From an optimization exercise on the open Yosys and OpenROAD flow, aimed at small area; shortcuts taken in it are not production practice.
In this exercise RTL edits were held to simulation tests only and were not proved equivalent to the original.
No activity file was given, so power comes from the tool's default toggle rates.

==> flow/design.v <==
module ctr #(
    parameter W = 10,
    parameter M = 1024,
    parameter RST = 0            
    )
    (
    input  wire         i_clk,
    input  wire         i_rst,
    input  wire         i_en,
    output reg  [W-1:0] o_q,
    output wire         o_wrap   
    );
    localparam [W-1:0] LOAD = (1 << W) - M;
    localparam [W-1:0] RV = RST;
    reg [W-1:0] cy;              
    integer i;
    always @* begin
        cy[0] = i_en;
        for (i = 1; i < W; i = i + 1)
            cy[i] = cy[i-1] & o_q[i-1];
    end
    assign o_wrap = cy[W-1] & o_q[W-1];
    always @(posedge i_clk)
        if (i_rst)
            o_q <= RV;
        else if (o_wrap)
            o_q <= LOAD;
        else
            o_q <= o_q ^ cy;
endmodule
module vga640x480(
    input  wire        i_clk,
    input  wire        i_rst,
    output wire        o_hs,
    output wire        o_vs,
    output wire        o_stb,     
    output wire        o_eol,     
    output wire        o_pre,     
    output wire        o_upd,     
    output wire        o_vb,      
    output wire        o_ystep,   
    output wire        o_h161,    
    output wire        o_h799,    
    output wire        o_line1    
    );
    localparam HOFF = 2048 - 1602;
    localparam VOFF = 1024 - 525;
    wire [10:0] hq;
    wire [9:0]  vq;
    wire eol, vwrap;
    wire stb = hq[0];                        
    wire vend = &vq;                         
    wire vstep = stb & (eol | vend);
    ctr #(.W(11), .M(1602), .RST(1601 + HOFF)) hcnt (
        .i_clk(i_clk), .i_rst(i_rst), .i_en(1'b1), .o_q(hq), .o_wrap(eol));
    ctr #(.W(10), .M(525), .RST(524 + VOFF)) vcnt (
        .i_clk(i_clk), .i_rst(i_rst), .i_en(vstep), .o_q(vq), .o_wrap(vwrap));
    wire line479 = (vq == 479 + VOFF);
    assign o_vb  = (vq >= 480 + VOFF);
    assign o_hs  = ~((hq >= 32 + HOFF) & (hq <= 223 + HOFF));    
    assign o_vs  = ~(vq[9:1] == (491 + VOFF) / 2);               
    assign o_stb = stb;
    assign o_eol = eol;
    assign o_pre = line479 & (hq == 1600 + HOFF);
    assign o_upd = line479 & eol;
    assign o_ystep = stb & ((eol & ~o_vb) | vend);
    assign o_h161 = (hq == 323 + HOFF);
    assign o_h799 = (hq == 1599 + HOFF);
    assign o_line1 = (vq == 1 + VOFF);
endmodule
module square #(
    parameter H_SIZE=80,       
    IX=320,                    
    IY=240,                    
    IX_DIR=1,                  
    IY_DIR=1,                  
    D_WIDTH=640,
    D_HEIGHT=480
    )
    (
    input  wire i_clk,
    input  wire i_rst,
    input  wire i_stb,       
    input  wire i_pre,       
    input  wire i_upd,       
    input  wire i_vb,        
    input  wire i_ystep,     
    input  wire i_h161,      
    input  wire i_h799,      
    input  wire i_line1,     
    output wire o_on
    );
    localparam C0 = 640 - (IX - H_SIZE);
    localparam D0 = 480 - (IY - H_SIZE);
    localparam COFF = 1024 - 801;
    localparam DOFF = 512 - 481;
    localparam CLO = (1 + 801 - C0) % 801 + COFF;
    localparam CHI = (2*H_SIZE - 1 + 801 - C0) % 801 + COFF;
    localparam DLO = (1 + 481 - D0) % 481 + DOFF;
    localparam DHI = (2*H_SIZE - 1 + 481 - D0) % 481 + DOFF;
    localparam DB  = (2*H_SIZE + 481 - D0) % 481 + DOFF;
    wire [9:0] cq;
    wire [8:0] dq;
    wire cwrap, dwrap;
    reg x_dir, y_dir;
    wire cstep = (i_stb & ~(i_upd & x_dir)) | (i_pre & ~x_dir);
    wire dstep = (i_ystep & ~(i_upd & y_dir)) | (i_pre & ~y_dir);
    ctr #(.W(10), .M(801), .RST(COFF)) xcnt (
        .i_clk(i_clk), .i_rst(i_rst), .i_en(cstep), .o_q(cq), .o_wrap(cwrap));
    ctr #(.W(9), .M(481), .RST(DOFF)) ycnt (
        .i_clk(i_clk), .i_rst(i_rst), .i_en(dstep), .o_q(dq), .o_wrap(dwrap));
    wire on_x = (cq >= CLO) & (cq <= CHI);
    wire on_y = i_vb ? (dq == DB) : ((dq >= DLO) & (dq <= DHI));
    assign o_on = on_x & on_y;
    always @(posedge i_clk) begin
        if (i_rst) begin
            x_dir <= IX_DIR;
            y_dir <= IY_DIR;
        end else begin
            if (on_x & i_h161) x_dir <= 1'b1;
            if (on_x & i_h799) x_dir <= 1'b0;
            if (on_y & i_line1) y_dir <= 1'b1;
            if (on_y & i_vb) y_dir <= 1'b0;
        end
    end
endmodule
module top(
    input wire CLK,              
    input wire RST_BTN,          
    output wire VGA_HS_O,        
    output wire VGA_VS_O,        
    output wire [3:0] VGA_R,     
    output wire [3:0] VGA_G,     
    output wire [3:0] VGA_B      
    );
    wire rst = ~RST_BTN;     
    wire stb, eol, pre, upd, vb, ystep, h161, h799, line1;
    vga640x480 display (
        .i_clk(CLK),
        .i_rst(rst),
        .o_hs(VGA_HS_O),
        .o_vs(VGA_VS_O),
        .o_stb(stb),
        .o_eol(eol),
        .o_pre(pre),
        .o_upd(upd),
        .o_vb(vb),
        .o_ystep(ystep),
        .o_h161(h161),
        .o_h799(h799),
        .o_line1(line1)
    );
    wire sq_a, sq_b, sq_c;
    square #(.IX(160), .IY(120), .H_SIZE(60)) sq_a_anim (
        .i_clk(CLK), .i_rst(rst), .i_stb(stb), .i_pre(pre), .i_upd(upd),
        .i_vb(vb), .i_ystep(ystep), .i_h161(h161), .i_h799(h799),
        .i_line1(line1), .o_on(sq_a)
    );
    square #(.IX(320), .IY(240), .IY_DIR(0)) sq_b_anim (
        .i_clk(CLK), .i_rst(rst), .i_stb(stb), .i_pre(pre), .i_upd(upd),
        .i_vb(vb), .i_ystep(ystep), .i_h161(h161), .i_h799(h799),
        .i_line1(line1), .o_on(sq_b)
    );
    square #(.IX(480), .IY(360), .H_SIZE(100)) sq_c_anim (
        .i_clk(CLK), .i_rst(rst), .i_stb(stb), .i_pre(pre), .i_upd(upd),
        .i_vb(vb), .i_ystep(ystep), .i_h161(h161), .i_h799(h799),
        .i_line1(line1), .o_on(sq_c)
    );
    assign VGA_R[3] = sq_a;   
    assign VGA_G[3] = sq_b;   
    assign VGA_B[3] = sq_c;   
    assign VGA_R[2:0] = 3'b000;
    assign VGA_G[2:0] = 3'b000;
    assign VGA_B[2:0] = 3'b000;
endmodule
==> flow/config.mk <==
export PLATFORM = sky130hd
export DESIGN_NAME = top
export DESIGN_NICKNAME = top
export VERILOG_FILES = /design/flow/design.v
export SDC_FILE = /design/flow/constraint.sdc
export NUM_CORES = 4
export LEC_CHECK = 0
export CAP_MARGIN = 20
export CORE_MARGIN = 2
export CORE_UTILIZATION = 40
export PLACE_DENSITY = 0.6
export SLEW_MARGIN = 20
==> flow/constraint.sdc <==
create_clock -name core_clock -period 10.0 [get_ports {CLK}]
set_input_delay 2.0000 -clock core_clock [delete_from_list [all_inputs] [get_ports {CLK}]]
set_output_delay 2.0000 -clock core_clock [all_outputs]
set_load 0.01 [all_outputs]
standard.sh (not shown) runs the stock make flow with config.mk's settings and CLKGATE_MAP_FILE= SYNTH_SCRIPT=/design/flow/synth_recipe.tcl, a recipe that flattens the netlist after the stock synthesis.
==> flow/flow/run.sh <==
#!/bin/bash
# Layout flow: the standard flow (standard.sh) with an area-oriented
# technology mapping in synthesis (see overrides.tcl) and the extra ORFS
# make variables listed one per line in flow/make.args, if present.
# Runs in the work folder; each tool's output goes to a log file here.
set -euo pipefail
work=$(pwd)
cat "$work/flow/overrides.tcl" "$work/synth_recipe.tcl" > "$work/area_synth.tcl"
sed "s|SYNTH_SCRIPT=[^ ]*|SYNTH_SCRIPT=$work/area_synth.tcl|" "$work/standard.sh" > "$work/area_standard.sh"
grep -q "SYNTH_SCRIPT=$work/area_synth.tcl" "$work/area_standard.sh"
export FLOW_AREA_ABC="$work/flow/area.abc"
extra=()
if [[ -f "$work/flow/make.args" ]]; then
  while IFS= read -r line; do
    [[ -n "$line" ]] && extra+=("$line")
  done < "$work/flow/make.args"
fi
bash "$work/area_standard.sh" "${extra[@]}" synth > "$work/synth.log" 2>&1
bash "$work/area_standard.sh" "${extra[@]}" finish > "$work/layout.log" 2>&1
==> flow/flow/area.abc <==
strash
dc2
&get -n
&st
&synch2
&dch -f
&nf -R 1000
&put
==> flow/flow/make.args <==
CTS_ARGS=-sink_clustering_enable -repair_clock_nets -dont_use_dummy_load
BUFFER_PORTS_ARGS=-buffer_cell sky130_fd_sc_hd__buf_1
SKIP_REPAIR_TIE_FANOUT=1
==> flow/flow/overrides.tcl <==
# Prepended to synth_recipe.tcl: the standard synthesis, except that Yosys
# does not extract half and full adders and ABC maps the logic for area
# (flow/area.abc) in place of the speed script. Registers are mapped before
# either step, so their names and cells are the standard synthesis's.
proc extract_fa {args} { puts "run.sh: extract_fa skipped" }
proc abc {args} {
  set i [lsearch -exact $args -script]
  set args [lreplace $args $i [expr {$i + 1}] -script $::env(FLOW_AREA_ABC)]
  yosys abc {*}$args
}
Next try:
--- a/flow/flow/run.sh
+++ b/flow/flow/run.sh
@@ -3,2 +3,4 @@
-# technology mapping in synthesis (see overrides.tcl) and the extra ORFS
-# make variables listed one per line in flow/make.args, if present.
+# technology mapping in synthesis (see overrides.tcl): the design is
+# synthesized once with each ABC script flow/abc*.abc, and the layout is
+# made from the one with the smallest cell area. Extra ORFS make variables
+# are listed one per line in flow/make.args.
@@ -11 +12,0 @@
-export FLOW_AREA_ABC="$work/flow/area.abc"
@@ -17,0 +19,24 @@
+
+# trial syntheses, one work home each
+best=""; best_area=""
+pids=()
+for s in "$work"/flow/abc*.abc; do
+  k=$(basename "$s" .abc)
+  sed "s|WORK_HOME=[^ ]*|WORK_HOME=$work/trial_$k|" "$work/area_standard.sh" > "$work/trial_$k.sh"
+  grep -q "WORK_HOME=$work/trial_$k" "$work/trial_$k.sh"
+  FLOW_AREA_ABC="$s" bash "$work/trial_$k.sh" "${extra[@]}" synth > "$work/synth_$k.log" 2>&1 &
+  pids+=($!)
+done
+for p in "${pids[@]}"; do wait "$p"; done
+for s in "$work"/flow/abc*.abc; do
+  k=$(basename "$s" .abc)
+  a=$(awk '/Chip area for module/ {print $NF}' "$work"/trial_$k/reports/*/top/base/synth_stat.txt | tail -1)
+  echo "$k $a" >> "$work/trials.txt"
+  if [[ -z "$best" ]] || awk -v a="$a" -v b="$best_area" 'BEGIN { exit !(a < b) }'; then
+    best=$s; best_area=$a
+  fi
+done
+echo "chosen $(basename "$best" .abc) $best_area" >> "$work/trials.txt"
+
+rm -rf "$work"/trial_*
+export FLOW_AREA_ABC="$best"
==> flow/flow/abc1.abc (new file) <==
strash
dc2
&get -n
&st
&synch2
&dch -f
&nf -R 1000
&put
==> flow/flow/abc2.abc (new file) <==
strash
&get -n
&dch -f
&nf -R 1000
&put
==> flow/flow/abc3.abc (new file) <==
strash
dc2
dc2
&get -n
&st
&synch2
&dch -f
&nf -R 1000
&put
==> flow/flow/abc4.abc (new file) <==
strash
&get -n
&st
&syn2
&dch -f
&nf -R 1000
&put
==> flow/flow/abc5.abc (new file) <==
strash
dc2
&get -n
&st
&synch2
&dch -f
&if -K 4 -a
&mfs
&put
strash
&get -n
&dch -f
&nf -R 1000
&put
==> flow/flow/abc6.abc (new file) <==
strash
balance
rewrite
refactor
balance
rewrite -z
rewrite -z
dc2
&get -n
&st
&dch -f
&nf -R 1000
&put
==> flow/flow/abc7.abc (new file) <==
strash
dc2
&get -n
&st
&synch2
&dch -f
&nf -R 2000 -C 32
&put
==> flow/flow/abc8.abc (new file) <==
strash
ifraig
dc2
&get -n
&st
&synch2
&dch -f
&nf -R 1000
&put
==> flow/flow/make.args (replaced) <==
CTS_ARGS=-sink_clustering_enable -repair_clock_nets -dont_use_dummy_load -buf_list sky130_fd_sc_hd__clkbuf_4
BUFFER_PORTS_ARGS=-buffer_cell sky130_fd_sc_hd__buf_1
SKIP_REPAIR_TIE_FANOUT=1
Settings changed: CORE_UTILIZATION 40 to 75, PLACE_DENSITY 0.6 to 0.88.
removed: flow/flow/area.abc
Result: Design area came out lower by a few percent. Non-clock buffer count stays the same. Hold slack gets better by 0.0087 ns. First-iteration DRC count increases by well over a third. Total power fell by a little under a tenth. Final cell count drops by roughly a tenth. Routed wire length shrinks by a few percent. Clock power shrinks by a quarter to a third. Sequential share of layout area rises by 1.9 points. Area after synthesis falls slightly. Sequential cell count is unchanged.
Next try:
==> flow/flow/make.args (replaced) <==
CTS_ARGS=-sink_clustering_enable -repair_clock_nets -dont_use_dummy_load -buf_list sky130_fd_sc_hd__clkbuf_4 -sink_clustering_size 10 -sink_clustering_max_diameter 40
BUFFER_PORTS_ARGS=-buffer_cell sky130_fd_sc_hd__buf_1
SKIP_REPAIR_TIE_FANOUT=1
=> The new run produced a clean layout; worst hold slack is unchanged; via count does not change; register-to-register slack is about the same; design area stays the same; cell count does not change; setup slack is unchanged; synthesized cell count is unchanged; power is unchanged; synthesized area stays the same.
Next try:
==> flow/flow/run.sh (replaced) <==
#!/bin/bash
# Layout flow: the standard flow (standard.sh) with an area-oriented
# technology mapping in synthesis (see overrides.tcl) and the extra ORFS
# make variables listed one per line in flow/make.args, if present.
# Runs in the work folder; each tool's output goes to a log file here.
set -euo pipefail
work=$(pwd)
cat "$work/flow/overrides.tcl" "$work/synth_recipe.tcl" > "$work/area_synth.tcl"
sed "s|SYNTH_SCRIPT=[^ ]*|SYNTH_SCRIPT=$work/area_synth.tcl|" "$work/standard.sh" > "$work/area_standard.sh"
grep -q "SYNTH_SCRIPT=$work/area_synth.tcl" "$work/area_standard.sh"
export FLOW_AREA_ABC="$work/flow/area.abc"
extra=()
if [[ -f "$work/flow/make.args" ]]; then
  while IFS= read -r line; do
    [[ -n "$line" ]] && extra+=("$line")
  done < "$work/flow/make.args"
fi
bash "$work/area_standard.sh" "${extra[@]}" synth > "$work/synth.log" 2>&1
bash "$work/area_standard.sh" "${extra[@]}" finish > "$work/layout.log" 2>&1
==> flow/flow/area.abc (new file) <==
strash
dc2
&get -n
&st
&synch2
&dch -f
&nf -R 1000
&put
==> flow/flow/make.args (replaced) <==
CTS_ARGS=-sink_clustering_enable -repair_clock_nets -dont_use_dummy_load -buf_list sky130_fd_sc_hd__clkbuf_16 -sink_clustering_size 30
BUFFER_PORTS_ARGS=-buffer_cell sky130_fd_sc_hd__buf_1
SKIP_REPAIR_TIE_FANOUT=1
CORE_UTILIZATION=70
PLACE_DENSITY=0.85
Settings changed: CORE_UTILIZATION 75 to 40, PLACE_DENSITY 0.88 to 0.6.
removed: flow/flow/abc1.abc
removed: flow/flow/abc2.abc
removed: flow/flow/abc3.abc
removed: flow/flow/abc4.abc
removed: flow/flow/abc5.abc
removed: flow/flow/abc6.abc
removed: flow/flow/abc7.abc
removed: flow/flow/abc8.abc
What happened: Register-to-register slack improves by 0.09 ns; clock skew drops by 0.014 ns; power climbs by 20%; final area climbs by 5.7%; non-clock buffer count does not change; clock-buffer cell count does not change; cell count climbs by 3.0%.
Next try:
--- a/flow/flow/run.sh
+++ b/flow/flow/run.sh
@@ -3,2 +3,4 @@
-# technology mapping in synthesis (see overrides.tcl) and the extra ORFS
-# make variables listed one per line in flow/make.args, if present.
+# technology mapping in synthesis (see overrides.tcl): the design is
+# synthesized once with each ABC script flow/abc*.abc, and the layout is
+# made from the one with the smallest cell area. Extra ORFS make variables
+# are listed one per line in flow/make.args.
@@ -11 +12,0 @@
-export FLOW_AREA_ABC="$work/flow/area.abc"
@@ -17,0 +19,23 @@
+
+# trial syntheses, one work home each
+best=""; best_area=""
+pids=()
+for s in "$work"/flow/abc*.abc; do
+  k=$(basename "$s" .abc)
+  sed "s|WORK_HOME=[^ ]*|WORK_HOME=$work/trial_$k|" "$work/area_standard.sh" > "$work/trial_$k.sh"
+  grep -q "WORK_HOME=$work/trial_$k" "$work/trial_$k.sh"
+  FLOW_AREA_ABC="$s" bash "$work/trial_$k.sh" "${extra[@]}" synth > "$work/synth_$k.log" 2>&1 &
+  pids+=($!)
+done
+for p in "${pids[@]}"; do wait "$p"; done
+for s in "$work"/flow/abc*.abc; do
+  k=$(basename "$s" .abc)
+  a=$(awk '/Chip area for module/ {print $NF}' "$work"/trial_$k/reports/*/top/base/synth_stat.txt | tail -1)
+  echo "$k $a" >> "$work/trials.txt"
+  if [[ -z "$best" ]] || awk -v a="$a" -v b="$best_area" 'BEGIN { exit !(a < b) }'; then
+    best=$s; best_area=$a
+  fi
+done
+echo "chosen $(basename "$best" .abc) $best_area" >> "$work/trials.txt"
+
+export FLOW_AREA_ABC="$best"
==> flow/flow/abc1.abc (new file) <==
strash
dc2
&get -n
&st
&synch2
&dch -f
&nf -R 1000
&put
==> flow/flow/abc2.abc (new file) <==
strash
&get -n
&dch -f
&nf -R 1000
&put
==> flow/flow/abc3.abc (new file) <==
strash
dc2
dc2
&get -n
&st
&synch2
&dch -f
&nf -R 1000
&put
==> flow/flow/abc4.abc (new file) <==
strash
&get -n
&st
&syn2
&dch -f
&nf -R 1000
&put
==> flow/flow/make.args (replaced) <==
CTS_ARGS=-sink_clustering_enable -repair_clock_nets -dont_use_dummy_load
BUFFER_PORTS_ARGS=-buffer_cell sky130_fd_sc_hd__buf_1
SKIP_REPAIR_TIE_FANOUT=1
removed: flow/flow/area.abc
After rerunning: Die area grows by 71%; utilization falls by 33 points; global-route usage went down by 12 points; final area falls by 1.4%; power drops by 9.2%; cell count is higher by 7.4%; setup slack gets worse by 0.23 ns; area after synthesis does not change; fmax decreases by 5.3%.

[separate check: timing with driven ports]
The results above use ideal ports. As a check the final layouts listed here were re-extracted and re-timed, cells and wires unchanged. Step 1 (the two cells are an assumption about what drives the block):
set clk [get_ports {CLK}]
set_driving_cell -lib_cell sky130_fd_sc_hd__clkbuf_16 $clk
set_driving_cell -lib_cell sky130_fd_sc_hd__buf_2 [delete_from_list [all_inputs] $clk]
Step 2 moves the port delays by t, midway between the first and last clock arrival at a register: inputs arrive t later, outputs are due t later. That takes back most of the time a late clock gives input paths. Three values: ideal, step 1, step 2; two values: the first two.
run	shift t [ns]	slack for setup (ns)	worst setup path after step 2	worst data-port slew with drivers (ns)
the first run	0.371	5.586 / 5.555 / 5.926	register to output	0.03
the second run	0.423	5.547 / 5.520 / 5.943	register to output	0.03
the third run	0.423	5.547 / 5.520 / 5.943	register to output	0.03
the fourth run	0.358	5.821 / 5.795 / 5.469	input to register	0.03
the fifth run	0.371	5.586 / 5.555 / 5.926	register to output	0.03
After both steps setup and hold are still met in every run listed. For the fourth run, which loses most, drivers alone change the setup slack by -0.026 ns; drivers and shift together by -0.352 ns.
